Source: an optimization exercise on an open RTL-to-GDS flow (aim: small area, a short achievable clock period and few clock cycles per item). Production flows keep margins and buffers that such runs may drop. In this exercise RTL edits were held to simulation tests only and were not proved equivalent to the original.

### flow/run.sh
#!/bin/bash
# synth_recipe.tcl (not shown) runs the flow's synth.tcl, then flattens the netlist and writes it again
# the make line also repeats each setting of config.mk as NAME=value (left out here)
make -C /OpenROAD-flow-scripts/flow DESIGN_CONFIG=/design/flow/config.mk WORK_HOME=/design/flow/orfs CLKGATE_MAP_FILE= SYNTH_SCRIPT=/design/flow/synth_recipe.tcl finish
### flow/config.mk
export PLATFORM = sky130hd
export DESIGN_NAME = data_mover_bram
export DESIGN_NICKNAME = data_mover_bram
export VERILOG_FILES = /design/flow/design.v
export SDC_FILE = /design/flow/constraint.sdc
export NUM_CORES = 8
export LEC_CHECK = 0
export CAP_MARGIN = 20
export CORE_MARGIN = 2
export CORE_UTILIZATION = 40
export SLEW_MARGIN = 20
### flow/constraint.sdc
create_clock -name core_clock -period 10.0 [get_ports {clk}]
set_input_delay 2.0000 -clock core_clock [delete_from_list [all_inputs] [get_ports {clk}]]
set_output_delay 2.0000 -clock core_clock [all_outputs]
set_load 0.01 [all_outputs]
### flow/design.v
`timescale 1ns / 1ps
module fully_connected_core
#(
    parameter IN_DATA_WITDH = 16
)
(
    input                                clk,
    input                                reset_n, 
    input                                i_run, 
    input                                i_valid, 
    input  signed [IN_DATA_WITDH-1:0]    i_node, 
    input  signed [IN_DATA_WITDH-1:0]    i_wegt, 
    output                               o_valid, 
    output signed [IN_DATA_WITDH-1:0]     o_result   
);
reg                              r_valid;
reg signed [IN_DATA_WITDH-1:0] r_result; 
wire signed [IN_DATA_WITDH-1:0] w_result;
always @(posedge clk or negedge reset_n) begin
    if (!reset_n) begin
        r_valid <= 1'b0;  
    end else if (i_run) begin
        r_valid <= 1'b0;  
    end else begin
        r_valid <= i_valid;
    end
end
always @(posedge clk or negedge reset_n) begin
    if (!reset_n) begin
        r_result <= {IN_DATA_WITDH{1'b0}};  
    end else if (i_run) begin
        r_result <= {IN_DATA_WITDH{1'b0}};  
    end else if (i_valid) begin   
        r_result <= r_result + w_result;  
    end
end
assign o_valid  = r_valid;
assign w_result = i_node * i_wegt;
assign o_result = r_result;
endmodule
`timescale 1ns / 1ps
module data_mover_bram
#(
	parameter CNT_BIT = 31,
	parameter DWIDTH = 32,
	parameter AWIDTH = 12,
	parameter MEM_SIZE = 3481,
	parameter IN_DATA_WITDH = 32  
)
(
    input 				clk,
    input 				reset_n,
	input 				i_run,
	input  [CNT_BIT-1:0]	i_num_cnt,
	output   			o_idle,
	output   			o_read,
	output   			o_write,
	output  			o_done,
	output[AWIDTH-1:0] 	addr_b0,
	output 				ce_b0,
	output 				we_b0,
	input [DWIDTH-1:0]  q_b0,
	output[DWIDTH-1:0] 	d_b0,
	output[AWIDTH-1:0] 	addr_b1,
	output 				ce_b1,
	output 				we_b1,
	input [DWIDTH-1:0]  q_b1,
	output[DWIDTH-1:0] 	d_b1,
	output[AWIDTH-1:0] 	addr_b2,
	output 				ce_b2,
	output 				we_b2,
	input [DWIDTH-1:0]  q_b2,
	output[DWIDTH-1:0] 	d_b2,
	output[AWIDTH-1:0] 	addr_b3,
	output 				ce_b3,
	output 				we_b3,
	input [DWIDTH-1:0]  q_b3,
	output[DWIDTH-1:0] 	d_b3,
	output[AWIDTH-1:0] 	addr_b4,
	output 				ce_b4,
	output 				we_b4,
	input [DWIDTH-1:0]  q_b4,
	output[DWIDTH-1:0] 	d_b4,
	output[AWIDTH-1:0] 	addr_b5,
	output 				ce_b5,
	output 				we_b5,
	input [DWIDTH-1:0]  q_b5,
	output[DWIDTH-1:0] 	d_b5,
	output[AWIDTH-1:0] 	addr_b6,
	output 				ce_b6,
	output 				we_b6,
	input [DWIDTH-1:0]  q_b6,
	output[DWIDTH-1:0] 	d_b6,
	output[AWIDTH-1:0] 	addr_b7,
	output 				ce_b7,
	output 				we_b7,
	input [DWIDTH-1:0]  q_b7,
	output[DWIDTH-1:0] 	d_b7,
	output[AWIDTH-1:0] 	addr_b8,
	output 				ce_b8,
	output 				we_b8,
	input [DWIDTH-1:0]  q_b8,
	output[DWIDTH-1:0] 	d_b8,
	output[AWIDTH-1:0] 	addr_b9,
	output 				ce_b9,
	output 				we_b9,
	input [DWIDTH-1:0]  q_b9,
	output[DWIDTH-1:0] 	d_b9,
	output[AWIDTH-1:0] 	addr_b10,
	output 				ce_b10,
	output 				we_b10,
	input [DWIDTH-1:0]  q_b10,
	output[DWIDTH-1:0] 	d_b10,
	output[AWIDTH-1:0] 	addr_b11,
	output 				ce_b11,
	output 				we_b11,
	input [DWIDTH-1:0]  q_b11,
	output[DWIDTH-1:0] 	d_b11,
	output[AWIDTH-1:0] 	addr_b12,
	output 				ce_b12,
	output 				we_b12,
	input [DWIDTH-1:0]  q_b12,
	output[DWIDTH-1:0] 	d_b12,
	output[AWIDTH-1:0] 	addr_b13,
	output 				ce_b13,
	output 				we_b13,
	input [DWIDTH-1:0]  q_b13,
	output[DWIDTH-1:0] 	d_b13,
	output[AWIDTH-1:0] 	addr_b14,
	output 				ce_b14,
	output 				we_b14,
	input [DWIDTH-1:0]  q_b14,
	output[DWIDTH-1:0] 	d_b14,
	output[AWIDTH-1:0] 	addr_b15,
	output 				ce_b15,
	output 				we_b15,
	input [DWIDTH-1:0]  q_b15,
	output[DWIDTH-1:0] 	d_b15,
	output[AWIDTH-1:0] 	addr_b16,
	output 				ce_b16,
	output 				we_b16,
	input [DWIDTH-1:0]  q_b16,
	output[DWIDTH-1:0] 	d_b16,
	output[DWIDTH-1:0]  result_0,
	output[DWIDTH-1:0]  result_1,
	output[DWIDTH-1:0]  result_2,
	output[DWIDTH-1:0]  result_3,
	output[DWIDTH-1:0]  result_4,
	output[DWIDTH-1:0]  result_5,
	output[DWIDTH-1:0]  result_6,
	output[DWIDTH-1:0]  result_7,
	output[DWIDTH-1:0]  result_8,
	output[DWIDTH-1:0]  result_9,
	output[DWIDTH-1:0]  result_10,
	output[DWIDTH-1:0]  result_11,
	output[DWIDTH-1:0]  result_12,
	output[DWIDTH-1:0]  result_13,
	output[DWIDTH-1:0]  result_14,
	output[DWIDTH-1:0]  result_15
    );
localparam S_IDLE	= 2'b00;
localparam S_RUN	= 2'b01;
localparam S_DONE  	= 2'b10;
reg [1:0] c_state_read;  
reg [1:0] n_state_read;  
reg [1:0] c_state_write;  
reg [1:0] n_state_write;  
wire	  is_write_done;
wire	  result_valid;
wire	  is_read_done;
always @(posedge clk or negedge reset_n) begin
    if(!reset_n) begin
		c_state_read <= S_IDLE;
    end else begin
		c_state_read <= n_state_read;
    end
end
always @(posedge clk or negedge reset_n) begin
    if(!reset_n) begin
		c_state_write <= S_IDLE;
    end else begin
		c_state_write <= n_state_write;
    end
end
always @(*) 
begin
	n_state_read = c_state_read;  
	case(c_state_read)
	S_IDLE	: if(i_run)
				n_state_read = S_RUN;
	S_RUN   : if(is_read_done)
				n_state_read = S_DONE;
	S_DONE	: n_state_read 	 = S_IDLE;
	endcase
end 
always @(*) 
begin
	n_state_write = c_state_write;  
	case(c_state_write)
	S_IDLE	: if(i_run)
				n_state_write = S_RUN;
	S_RUN   : if(is_write_done)
				n_state_write = S_DONE;
	S_DONE	: n_state_write   = S_IDLE;
	endcase
end 
assign o_idle 		= (c_state_read == S_IDLE) && (c_state_write == S_IDLE);
assign o_read 		= (c_state_read == S_RUN);
assign o_write 		= (c_state_write == S_RUN);
assign o_done 		= (c_state_write == S_DONE);  
reg [CNT_BIT-1:0] num_cnt;  
always @(posedge clk or negedge reset_n) begin
    if(!reset_n) begin
        num_cnt <= 0;  
    end else if (i_run) begin
        num_cnt <= i_num_cnt;
	end else if (o_done) begin
		num_cnt <= 0;
	end
end
reg [CNT_BIT-1:0] addr_cnt_read;  
reg [CNT_BIT-1:0] addr_cnt_write;
assign is_read_done  = o_read  && (addr_cnt_read == num_cnt-1);
assign is_write_done = o_write && result_valid && (addr_cnt_write == num_cnt-1);  
always @(posedge clk or negedge reset_n) begin
    if(!reset_n) begin
        addr_cnt_read <= 0;  
    end else if (is_read_done) begin
        addr_cnt_read <= 0; 
    end else if (o_read) begin
        addr_cnt_read <= addr_cnt_read + 1;
	end
end
always @(posedge clk or negedge reset_n) begin
    if(!reset_n) begin
        addr_cnt_write <= 0;  
    end else if (is_write_done) begin
        addr_cnt_write <= 0; 
    end else if (o_write && result_valid) begin   
        addr_cnt_write <= addr_cnt_write + 1;
	end
end
assign addr_b0 	= addr_cnt_read;
assign ce_b0 	= o_read;
assign we_b0 	= 1'b0;  
assign d_b0		= {DWIDTH{1'b0}};  
reg 				r_valid;
wire [DWIDTH-1:0] 	mem_data_0;
always @(posedge clk or negedge reset_n) begin
    if(!reset_n) begin
        r_valid <= {DWIDTH{1'b0}};  
    end else begin
		r_valid <= o_read;  
	end
end
assign mem_data_0 = q_b0;  
assign addr_b1 	= addr_cnt_read;
assign ce_b1 	= o_read;
assign we_b1 	= 1'b0;  
assign d_b1		= {DWIDTH{1'b0}};  
wire [DWIDTH-1:0] 	mem_data_1;
assign mem_data_1 = q_b1;
assign addr_b2 	= addr_cnt_read;
assign ce_b2 	= o_read;
assign we_b2 	= 1'b0;  
assign d_b2		= {DWIDTH{1'b0}};  
wire [DWIDTH-1:0] 	mem_data_2;
assign mem_data_2 = q_b2;
assign addr_b3 	= addr_cnt_read;
assign ce_b3 	= o_read;
assign we_b3 	= 1'b0;  
assign d_b3		= {DWIDTH{1'b0}};  
wire [DWIDTH-1:0] 	mem_data_3;
assign mem_data_3 = q_b3;
assign addr_b4 	= addr_cnt_read;
assign ce_b4 	= o_read;
assign we_b4 	= 1'b0;  
assign d_b4		= {DWIDTH{1'b0}};  
wire [DWIDTH-1:0] 	mem_data_4;
assign mem_data_4 = q_b4;
assign addr_b5 	= addr_cnt_read;
assign ce_b5 	= o_read;
assign we_b5 	= 1'b0;  
assign d_b5		= {DWIDTH{1'b0}};  
wire [DWIDTH-1:0] 	mem_data_5;
assign mem_data_5 = q_b5;
assign addr_b6 	= addr_cnt_read;
assign ce_b6 	= o_read;
assign we_b6 	= 1'b0;  
assign d_b6		= {DWIDTH{1'b0}};  
wire [DWIDTH-1:0] 	mem_data_6;
assign mem_data_6 = q_b6;
assign addr_b7 	= addr_cnt_read;
assign ce_b7 	= o_read;
assign we_b7 	= 1'b0;  
assign d_b7		= {DWIDTH{1'b0}};  
wire [DWIDTH-1:0] 	mem_data_7;
assign mem_data_7 = q_b7;
assign addr_b8 	= addr_cnt_read;
assign ce_b8 	= o_read;
assign we_b8 	= 1'b0;  
assign d_b8		= {DWIDTH{1'b0}};  
wire [DWIDTH-1:0] 	mem_data_8;
assign mem_data_8 = q_b8;
assign addr_b9 	= addr_cnt_read;
assign ce_b9 	= o_read;
assign we_b9 	= 1'b0;  
assign d_b9		= {DWIDTH{1'b0}};  
wire [DWIDTH-1:0] 	mem_data_9;
assign mem_data_9 = q_b9;
assign addr_b10 	= addr_cnt_read;
assign ce_b10 	= o_read;
assign we_b10 	= 1'b0;  
assign d_b10		= {DWIDTH{1'b0}};  
wire [DWIDTH-1:0] 	mem_data_10;
assign mem_data_10 = q_b10;
assign addr_b11 	= addr_cnt_read;
assign ce_b11 	= o_read;
assign we_b11 	= 1'b0;  
assign d_b11		= {DWIDTH{1'b0}};  
wire [DWIDTH-1:0] 	mem_data_11;
assign mem_data_11 = q_b11;
assign addr_b12 	= addr_cnt_read;
assign ce_b12 	= o_read;
assign we_b12 	= 1'b0;  
assign d_b12		= {DWIDTH{1'b0}};  
wire [DWIDTH-1:0] 	mem_data_12;
assign mem_data_12 = q_b12;
assign addr_b13 	= addr_cnt_read;
assign ce_b13 	= o_read;
assign we_b13 	= 1'b0;  
assign d_b13		= {DWIDTH{1'b0}};  
wire [DWIDTH-1:0] 	mem_data_13;
assign mem_data_13 = q_b13;
assign addr_b14 	= addr_cnt_read;
assign ce_b14 	= o_read;
assign we_b14 	= 1'b0;  
assign d_b14		= {DWIDTH{1'b0}};  
wire [DWIDTH-1:0] 	mem_data_14;
assign mem_data_14 = q_b14;
assign addr_b15 	= addr_cnt_read;
assign ce_b15 	= o_read;
assign we_b15 	= 1'b0;  
assign d_b15		= {DWIDTH{1'b0}};  
wire [DWIDTH-1:0] 	mem_data_15;
assign mem_data_15 = q_b15;
assign addr_b16 	= addr_cnt_read;
assign ce_b16 	= o_read;
assign we_b16 	= 1'b0;  
assign d_b16		= {DWIDTH{1'b0}};  
wire [DWIDTH-1:0] 	mem_data_16;
assign mem_data_16 = q_b16;
wire	[IN_DATA_WITDH-1:0]	    w_a_0	 	= mem_data_0[(1*IN_DATA_WITDH)-1:(0*IN_DATA_WITDH)];
wire	[IN_DATA_WITDH-1:0]	    w_b_0	 	= mem_data_1[(1*IN_DATA_WITDH)-1:(0*IN_DATA_WITDH)];
wire	[IN_DATA_WITDH-1:0]     w_result_0	;
wire 							w_valid_0 	;
wire	[IN_DATA_WITDH-1:0]	    w_a_1	 	= mem_data_0[(1*IN_DATA_WITDH)-1:(0*IN_DATA_WITDH)];
wire	[IN_DATA_WITDH-1:0]	    w_b_1	 	= mem_data_2[(1*IN_DATA_WITDH)-1:(0*IN_DATA_WITDH)];
wire	[IN_DATA_WITDH-1:0]     w_result_1	;
wire 							w_valid_1 	;
wire	[IN_DATA_WITDH-1:0]	    w_a_2	 	= mem_data_0[(1*IN_DATA_WITDH)-1:(0*IN_DATA_WITDH)];
wire	[IN_DATA_WITDH-1:0]	    w_b_2	 	= mem_data_3[(1*IN_DATA_WITDH)-1:(0*IN_DATA_WITDH)];
wire	[IN_DATA_WITDH-1:0]     w_result_2	;
wire 							w_valid_2 	;
wire	[IN_DATA_WITDH-1:0]	    w_a_3	 	= mem_data_0[(1*IN_DATA_WITDH)-1:(0*IN_DATA_WITDH)];
wire	[IN_DATA_WITDH-1:0]	    w_b_3	 	= mem_data_4[(1*IN_DATA_WITDH)-1:(0*IN_DATA_WITDH)];
wire	[IN_DATA_WITDH-1:0]     w_result_3	;
wire 							w_valid_3 	;
wire	[IN_DATA_WITDH-1:0]	    w_a_4	 	= mem_data_0[(1*IN_DATA_WITDH)-1:(0*IN_DATA_WITDH)];
wire	[IN_DATA_WITDH-1:0]	    w_b_4	 	= mem_data_5[(1*IN_DATA_WITDH)-1:(0*IN_DATA_WITDH)];
wire	[IN_DATA_WITDH-1:0]     w_result_4	;
wire 							w_valid_4 	;
wire	[IN_DATA_WITDH-1:0]	    w_a_5	 	= mem_data_0[(1*IN_DATA_WITDH)-1:(0*IN_DATA_WITDH)];
wire	[IN_DATA_WITDH-1:0]	    w_b_5	 	= mem_data_6[(1*IN_DATA_WITDH)-1:(0*IN_DATA_WITDH)];
wire	[IN_DATA_WITDH-1:0]     w_result_5	;
wire 							w_valid_5 	;
wire	[IN_DATA_WITDH-1:0]	    w_a_6	 	= mem_data_0[(1*IN_DATA_WITDH)-1:(0*IN_DATA_WITDH)];
wire	[IN_DATA_WITDH-1:0]	    w_b_6	 	= mem_data_7[(1*IN_DATA_WITDH)-1:(0*IN_DATA_WITDH)];
wire	[IN_DATA_WITDH-1:0]     w_result_6	;
wire 							w_valid_6 	;
wire	[IN_DATA_WITDH-1:0]	    w_a_7	 	= mem_data_0[(1*IN_DATA_WITDH)-1:(0*IN_DATA_WITDH)];
wire	[IN_DATA_WITDH-1:0]	    w_b_7	 	= mem_data_8[(1*IN_DATA_WITDH)-1:(0*IN_DATA_WITDH)];
wire	[IN_DATA_WITDH-1:0]     w_result_7	;
wire 							w_valid_7 	;
wire	[IN_DATA_WITDH-1:0]	    w_a_8	 	= mem_data_0[(1*IN_DATA_WITDH)-1:(0*IN_DATA_WITDH)];
wire	[IN_DATA_WITDH-1:0]	    w_b_8	 	= mem_data_9[(1*IN_DATA_WITDH)-1:(0*IN_DATA_WITDH)];
wire	[IN_DATA_WITDH-1:0]     w_result_8	;
wire 							w_valid_8 	;
wire	[IN_DATA_WITDH-1:0]	    w_a_9	 	= mem_data_0[(1*IN_DATA_WITDH)-1:(0*IN_DATA_WITDH)];
wire	[IN_DATA_WITDH-1:0]	    w_b_9	 	= mem_data_10[(1*IN_DATA_WITDH)-1:(0*IN_DATA_WITDH)];
wire	[IN_DATA_WITDH-1:0]     w_result_9	;
wire 							w_valid_9 	;
wire	[IN_DATA_WITDH-1:0]	    w_a_10	 	= mem_data_0[(1*IN_DATA_WITDH)-1:(0*IN_DATA_WITDH)];
wire	[IN_DATA_WITDH-1:0]	    w_b_10	 	= mem_data_11[(1*IN_DATA_WITDH)-1:(0*IN_DATA_WITDH)];
wire	[IN_DATA_WITDH-1:0]     w_result_10	;
wire 							w_valid_10 	;
wire	[IN_DATA_WITDH-1:0]	    w_a_11	 	= mem_data_0[(1*IN_DATA_WITDH)-1:(0*IN_DATA_WITDH)];
wire	[IN_DATA_WITDH-1:0]	    w_b_11	 	= mem_data_12[(1*IN_DATA_WITDH)-1:(0*IN_DATA_WITDH)];
wire	[IN_DATA_WITDH-1:0]     w_result_11	;
wire 							w_valid_11 	;
wire	[IN_DATA_WITDH-1:0]	    w_a_12	 	= mem_data_0[(1*IN_DATA_WITDH)-1:(0*IN_DATA_WITDH)];
wire	[IN_DATA_WITDH-1:0]	    w_b_12	 	= mem_data_13[(1*IN_DATA_WITDH)-1:(0*IN_DATA_WITDH)];
wire	[IN_DATA_WITDH-1:0]     w_result_12	;
wire 							w_valid_12 	;
wire	[IN_DATA_WITDH-1:0]	    w_a_13	 	= mem_data_0[(1*IN_DATA_WITDH)-1:(0*IN_DATA_WITDH)];
wire	[IN_DATA_WITDH-1:0]	    w_b_13	 	= mem_data_14[(1*IN_DATA_WITDH)-1:(0*IN_DATA_WITDH)];
wire	[IN_DATA_WITDH-1:0]     w_result_13	;
wire 							w_valid_13 	;
wire	[IN_DATA_WITDH-1:0]	    w_a_14	 	= mem_data_0[(1*IN_DATA_WITDH)-1:(0*IN_DATA_WITDH)];
wire	[IN_DATA_WITDH-1:0]	    w_b_14	 	= mem_data_15[(1*IN_DATA_WITDH)-1:(0*IN_DATA_WITDH)];
wire	[IN_DATA_WITDH-1:0]     w_result_14	;
wire 							w_valid_14 	;
wire	[IN_DATA_WITDH-1:0]	    w_a_15	 	= mem_data_0[(1*IN_DATA_WITDH)-1:(0*IN_DATA_WITDH)];
wire	[IN_DATA_WITDH-1:0]	    w_b_15	 	= mem_data_16[(1*IN_DATA_WITDH)-1:(0*IN_DATA_WITDH)];
wire	[IN_DATA_WITDH-1:0]     w_result_15	;
wire 							w_valid_15 	;
fully_connected_core
#(
	.IN_DATA_WITDH (IN_DATA_WITDH)
)
u_fully_connected_core_8b_0(
    .clk		(clk	 	),
    .reset_n	(reset_n 	),
	.i_run		(i_run		),
	.i_valid	(r_valid 	),
	.i_node		(w_a_0	 	),
	.i_wegt		(w_b_0	 	),
	.o_result	(w_result_0	),
	.o_valid	(w_valid_0	)
);
fully_connected_core
#(
	.IN_DATA_WITDH (IN_DATA_WITDH)
)
u_fully_connected_core_8b_1(
    .clk		(clk	 	),
    .reset_n	(reset_n 	),
	.i_run		(i_run		),
	.i_valid	(r_valid 	),
	.i_node		(w_a_1	 	),
	.i_wegt		(w_b_1	 	),
	.o_result	(w_result_1	),
	.o_valid	(w_valid_1	)
);
fully_connected_core
#(
	.IN_DATA_WITDH (IN_DATA_WITDH)
)
u_fully_connected_core_8b_2(
    .clk		(clk	 	),
    .reset_n	(reset_n 	),
	.i_run		(i_run		),
	.i_valid	(r_valid 	),
	.i_node		(w_a_2	 	),
	.i_wegt		(w_b_2	 	),
	.o_result	(w_result_2	),
	.o_valid	(w_valid_2	)
);
fully_connected_core
#(
	.IN_DATA_WITDH (IN_DATA_WITDH)
)
u_fully_connected_core_8b_3(
    .clk		(clk	 	),
    .reset_n	(reset_n 	),
	.i_run		(i_run		),
	.i_valid	(r_valid 	),
	.i_node		(w_a_3	 	),
	.i_wegt		(w_b_3	 	),
	.o_result	(w_result_3	),
	.o_valid	(w_valid_3	)
);
fully_connected_core
#(
	.IN_DATA_WITDH (IN_DATA_WITDH)
)
u_fully_connected_core_8b_4(
    .clk		(clk	 	),
    .reset_n	(reset_n 	),
	.i_run		(i_run		),
	.i_valid	(r_valid 	),
	.i_node		(w_a_4	 	),
	.i_wegt		(w_b_4	 	),
	.o_result	(w_result_4	),
	.o_valid	(w_valid_4	)
);
fully_connected_core
#(
	.IN_DATA_WITDH (IN_DATA_WITDH)
)
u_fully_connected_core_8b_5(
    .clk		(clk	 	),
    .reset_n	(reset_n 	),
	.i_run		(i_run		),
	.i_valid	(r_valid 	),
	.i_node		(w_a_5	 	),
	.i_wegt		(w_b_5	 	),
	.o_result	(w_result_5	),
	.o_valid	(w_valid_5	)
);
fully_connected_core
#(
	.IN_DATA_WITDH (IN_DATA_WITDH)
)
u_fully_connected_core_8b_6(
    .clk		(clk	 	),
    .reset_n	(reset_n 	),
	.i_run		(i_run		),
	.i_valid	(r_valid 	),
	.i_node		(w_a_6	 	),
	.i_wegt		(w_b_6	 	),
	.o_result	(w_result_6	),
	.o_valid	(w_valid_6	)
);
fully_connected_core
#(
	.IN_DATA_WITDH (IN_DATA_WITDH)
)
u_fully_connected_core_8b_7(
    .clk		(clk	 	),
    .reset_n	(reset_n 	),
	.i_run		(i_run		),
	.i_valid	(r_valid 	),
	.i_node		(w_a_7	 	),
	.i_wegt		(w_b_7	 	),
	.o_result	(w_result_7	),
	.o_valid	(w_valid_7	)
);
fully_connected_core
#(
	.IN_DATA_WITDH (IN_DATA_WITDH)
)
u_fully_connected_core_8b_8(
    .clk		(clk	 	),
    .reset_n	(reset_n 	),
	.i_run		(i_run		),
	.i_valid	(r_valid 	),
	.i_node		(w_a_8	 	),
	.i_wegt		(w_b_8	 	),
	.o_result	(w_result_8	),
	.o_valid	(w_valid_8	)
);
fully_connected_core
#(
	.IN_DATA_WITDH (IN_DATA_WITDH)
)
u_fully_connected_core_8b_9(
    .clk		(clk	 	),
    .reset_n	(reset_n 	),
	.i_run		(i_run		),
	.i_valid	(r_valid 	),
	.i_node		(w_a_9	 	),
	.i_wegt		(w_b_9	 	),
	.o_result	(w_result_9	),
	.o_valid	(w_valid_9	)
);
fully_connected_core
#(
	.IN_DATA_WITDH (IN_DATA_WITDH)
)
u_fully_connected_core_8b_10(
    .clk		(clk	 	),
    .reset_n	(reset_n 	),
	.i_run		(i_run		),
	.i_valid	(r_valid 	),
	.i_node		(w_a_10	 	),
	.i_wegt		(w_b_10 	),
	.o_result	(w_result_10 ),
	.o_valid	(w_valid_10	)
);
fully_connected_core
#(
	.IN_DATA_WITDH (IN_DATA_WITDH)
)
u_fully_connected_core_8b_11(
    .clk		(clk	 	),
    .reset_n	(reset_n 	),
	.i_run		(i_run		),
	.i_valid	(r_valid 	),
	.i_node		(w_a_11	 	),
	.i_wegt		(w_b_11 	),
	.o_result	(w_result_11 ),
	.o_valid	(w_valid_11	)
);
fully_connected_core
#(
	.IN_DATA_WITDH (IN_DATA_WITDH)
)
u_fully_connected_core_8b_12(
    .clk		(clk	 	),
    .reset_n	(reset_n 	),
	.i_run		(i_run		),
	.i_valid	(r_valid 	),
	.i_node		(w_a_12	 	),
	.i_wegt		(w_b_12	 	),
	.o_result	(w_result_12	),
	.o_valid	(w_valid_12	)
);
fully_connected_core
#(
	.IN_DATA_WITDH (IN_DATA_WITDH)
)
u_fully_connected_core_8b_13(
    .clk		(clk	 	),
    .reset_n	(reset_n 	),
	.i_run		(i_run		),
	.i_valid	(r_valid 	),
	.i_node		(w_a_13	 	),
	.i_wegt		(w_b_13	 	),
	.o_result	(w_result_13	),
	.o_valid	(w_valid_13	)
);
fully_connected_core
#(
	.IN_DATA_WITDH (IN_DATA_WITDH)
)
u_fully_connected_core_8b_14(
    .clk		(clk	 	),
    .reset_n	(reset_n 	),
	.i_run		(i_run		),
	.i_valid	(r_valid 	),
	.i_node		(w_a_14	 	),
	.i_wegt		(w_b_14	 	),
	.o_result	(w_result_14),
	.o_valid	(w_valid_14	)
);
fully_connected_core
#(
	.IN_DATA_WITDH (IN_DATA_WITDH)
)
u_fully_connected_core_8b_15(
    .clk		(clk	 	),
    .reset_n	(reset_n 	),
	.i_run		(i_run		),
	.i_valid	(r_valid 	),
	.i_node		(w_a_15	 	),
	.i_wegt		(w_b_15	 	),
	.o_result	(w_result_15),
	.o_valid	(w_valid_15	)
);
assign result_valid = w_valid_0 & w_valid_1 & w_valid_2 & w_valid_3 & w_valid_4 & w_valid_5 & w_valid_6 & w_valid_7 & w_valid_8 & w_valid_9 & w_valid_10 & w_valid_11 & w_valid_12 & w_valid_13 & w_valid_14 & w_valid_15;
assign result_0 	= w_result_0;
assign result_1 	= w_result_1;
assign result_2 	= w_result_2;
assign result_3 	= w_result_3;
assign result_4 	= w_result_4;
assign result_5 	= w_result_5;
assign result_6 	= w_result_6;
assign result_7 	= w_result_7;
assign result_8 	= w_result_8;
assign result_9 	= w_result_9;
assign result_10 	= w_result_10;
assign result_11 	= w_result_11;
assign result_12 	= w_result_12;
assign result_13 	= w_result_13;
assign result_14 	= w_result_14;
assign result_15 	= w_result_15;
endmodule
==> impl_metrics.json <==
{
  "fin_util": 0.442,
  "first_iter_violations": 15700,
  "chipWidth_um": 878,
  "max_slew_margin": 0.251,
  "crit_path_frequent_cell": "fa_1",
  "crit_slowest_cell": "clkdlybuf4s50_1",
  "htree_levels": 3,
  "endpoint_kind": "flip-flop",
  "post_cts_resized": 0,
  "synthesis.area_mm2": 0.306,
  "cts-hold-fix-buffers": 0,
  "hold_violations": 0,
  "post_cts_buffers": 0,
  "post_drt_wl_per_cell_um": 23.4,
  "fin_crit_ns": 9.28,
  "yosysSeqAreaShare": 0.0500,
  "syn_to_final_growth_pct": 10.4,
  "cts_buffer_depth": 4,
  "final_cell_mix": "inv_1 (8368), fa_1 (7008), and2_1 (5097)",
  "grt_pass1_wl_um": 1610000,
  "yosysWarnings": 2,
  "place_congestion": 0.943,
  "placed_cells": 44800,
  "syn_avg_cell_area_um2": 8.97,
  "std_cell_rows": 321,
  "cts_root_buffer": "clkbuf_16",
  "vias": 226000,
  "grt_use_total": 0.278,
  "grt_max_degree": 106,
  "cap_violations": 0,
  "setup_tns_ns": 0,
  "crit_path_max_fanout": 10,
  "cts_buffers": 111,
  "post-route-period-util": 0.928,
  "hold_class": "reg2reg",
  "max_stage_delay_ns": 0.99,
  "die_area_mm2": 0.771,
  "clock_skew_ns": 0.0670,
  "ant_nets": 0,
  "finalNonFillerCells": 45100,
  "layout_commonest_cell": "inv_1",
  "chipHeight_um": 878,
  "synthCells": 34100,
  "setup_viol": 0,
  "rsz0062_at_grt": "no",
  "synth_top_area_cell": "fa_1",
  "worst_setup_path_start_kind": "primary input",
  "place_area_mm2": 0.333,
  "path_buf_inv": 9,
  "critical_path.top_delay_family": "adder cells",
  "grt_pass1_vias": 248000,
  "cp.required_ns": 10.78,
  "clock_latency_ns": 0.97,
  "synthTopCellsByArea": "fa_1 (46%), and2_1 (10%), inv_1 (10%)",
  "finalWirelength_um": 1060000,
  "synth_cell_types": 94,
  "drive_gt1_frac": 0.0428,
  "dr.pass1.iters": 8,
  "io_buffers": 1314,
  "dpl.hpwl_um": 869000,
  "nets": 44700,
  "setup_slack_ns": 0.724,
  "numClockSinks": 611,
  "cts.reportedPaths.clkPinSlew_ns": 0.06,
  "grt_antenna_before_repair": 209,
  "io_pins": 1876,
  "status": "no timing/DRC/antenna violations",
  "synthFlopType": "dfrtp_1",
  "whs_ns": 0.514,
  "synth-edff-count": 0,
  "pre_cts_slack_ns": -0.122,
  "worstMarginPinSlew_ns": 1.12,
  "drc": 0,
  "design_area_mm2": 0.337,
  "synth_seq_cells": 611,
  "clock.fmax_mhz": 108,
  "crit_type": "in2reg",
  "crit_arrival_ns": 10.05,
  "gr-total-overflow": 0,
  "avgViaCountPerCell": 5.01,
  "async_flop_share": 1.00,
  "netlist.area_leader.share": 0.459,
  "start_util": 0.401,
  "drv_slew": 0,
  "cts_tree": "built",
  "core_mm2": 0.763
}
[final timing paths]
path | from | endpoint | slack, ns | cells after the start
max | q_b16[10] | u_fully_connected_core_8b_15.r_result[28] | 0.72 | 26
min | u_fully_connected_core_8b_11.r_result[25] | u_fully_connected_core_8b_11.r_result[25] | 0.51 | 2
max reg2reg | u_fully_connected_core_8b_15.r_result[19] | u_fully_connected_core_8b_15.r_result[28] | 2.24 | 22
min reg2reg | u_fully_connected_core_8b_11.r_result[25] | u_fully_connected_core_8b_11.r_result[25] | 0.51 | 2
max in group asynchronous | reset_n | u_fully_connected_core_8b_2.r_result[20] | 7.20 | 3
min in group asynchronous | reset_n | u_fully_connected_core_8b_9.r_result[4] | 0.94 | 1
[cell usage after synthesis, types with 8 or more instances]
cell,instances
a2111oi_0,8
a211o_1,8
a211oi_1,69
a21boi_0,14
a21o_1,170
a21oi_1,360
a22o_1,19
a31o_2,10
a31oi_1,23
a41oi_1,12
and2_1,5097
and3_1,42
buf_1,64
buf_2,8
buf_4,788
clkbuf_1,1685
dfrtp_1,611
fa_1,7008
ha_1,2426
inv_1,8369
mux2i_1,250
nand2_1,3768
nand2b_1,57
nand3_1,100
nand3b_1,8
nand4_1,36
nor2_1,666
nor2b_1,66
nor3_1,107
nor4_1,13
o2111ai_1,9
o211ai_1,18
o21a_1,69
o21ai_0,342
o21bai_1,49
o31ai_1,34
o41ai_1,12
or2_2,12
or3_1,22
xnor2_1,1181
xor2_1,338
[worst reg2reg max path: stages (launching register included)]
cell and delay, ns:
dfrtp_1 0.73, fa_1 0.53, fa_1 0.54, inv_1 0.05
fa_1 0.47, fa_1 0.56, inv_1 0.06, fa_1 0.48
fa_1 0.51, fa_1 0.49, inv_1 0.05, fa_1 0.47
inv_1 0.04, ha_1 0.34, a21o_1 0.18, a21o_1 0.19
o41ai_1 0.92, buf_4 0.28, o21ai_0 0.11, a21oi_1 0.22
buf_4 0.15, xor2_1 0.16, o21ai_0 0.10
[routing by layer]
layer / part of all wire / GRT usage
met1: 0.40 / 0.357
met2: 0.46 / 0.447
met3: 0.081 / 0.0541
met4: 0.061 / 0.141
met5: 0.00038 / 0
[cell type report]
cell class,count,area (um2)
Multi-Input combinational cell,23100,249000
Tap cell,10200,12700
Inverter,8371,31400
Clock inverter,62,883
Sequential cell,611,15300
Timing Repair Buffer,2525,25200
Fill cell,74200,425000
Clock buffer,134,2960
Antenna cell,146,365
[logic make-up after synthesis]
logic type | Yosys count | share of synthesized area
XOR/XNOR | 1522 | 0.0438
other | 1 | 0.0000123
buffers and inverters | 10900 | 0.144
AND/OR/NAND/NOR | 10000 | 0.169
flip-flops | 611 | 0.0500
multiplexers | 251 | 0.00822
adder cells (fa/ha/maj) | 9434 | 0.558
AO/OA/AOI/OAI | 1290 | 0.0264
Testbench counts, summed over its fixed seeds: cycles 50,836, items 50,068.

## what the ideal ports hide
In the flow no input, the clock included, has a driving cell. The finished layout below was timed again as built, in two steps. Step 1: set_driving_cell puts a clkbuf_16 on clk and a buf_2 on each other input, an assumption about the parent block. Step 2 moves the port delays by t, midway between the first and last clock arrival at a register: inputs arrive t later, outputs are due t later. That takes back most of the time a late clock gives input paths. Slacks: ideal ports / drivers / drivers and shift; pairs: ideal ports / drivers.
shift t [ns]: 1.085
slack for setup (ns): 0.724 / 0.810 / -0.274
hold WS [ns]: 0.514 / 0.514 / 0.514
worst setup path after step 2: input to register
Met with ideal ports but missed after step 2: setup timing in this run. The setup slack of this run moves by +0.086 ns with the drivers and by -0.998 ns with both steps.
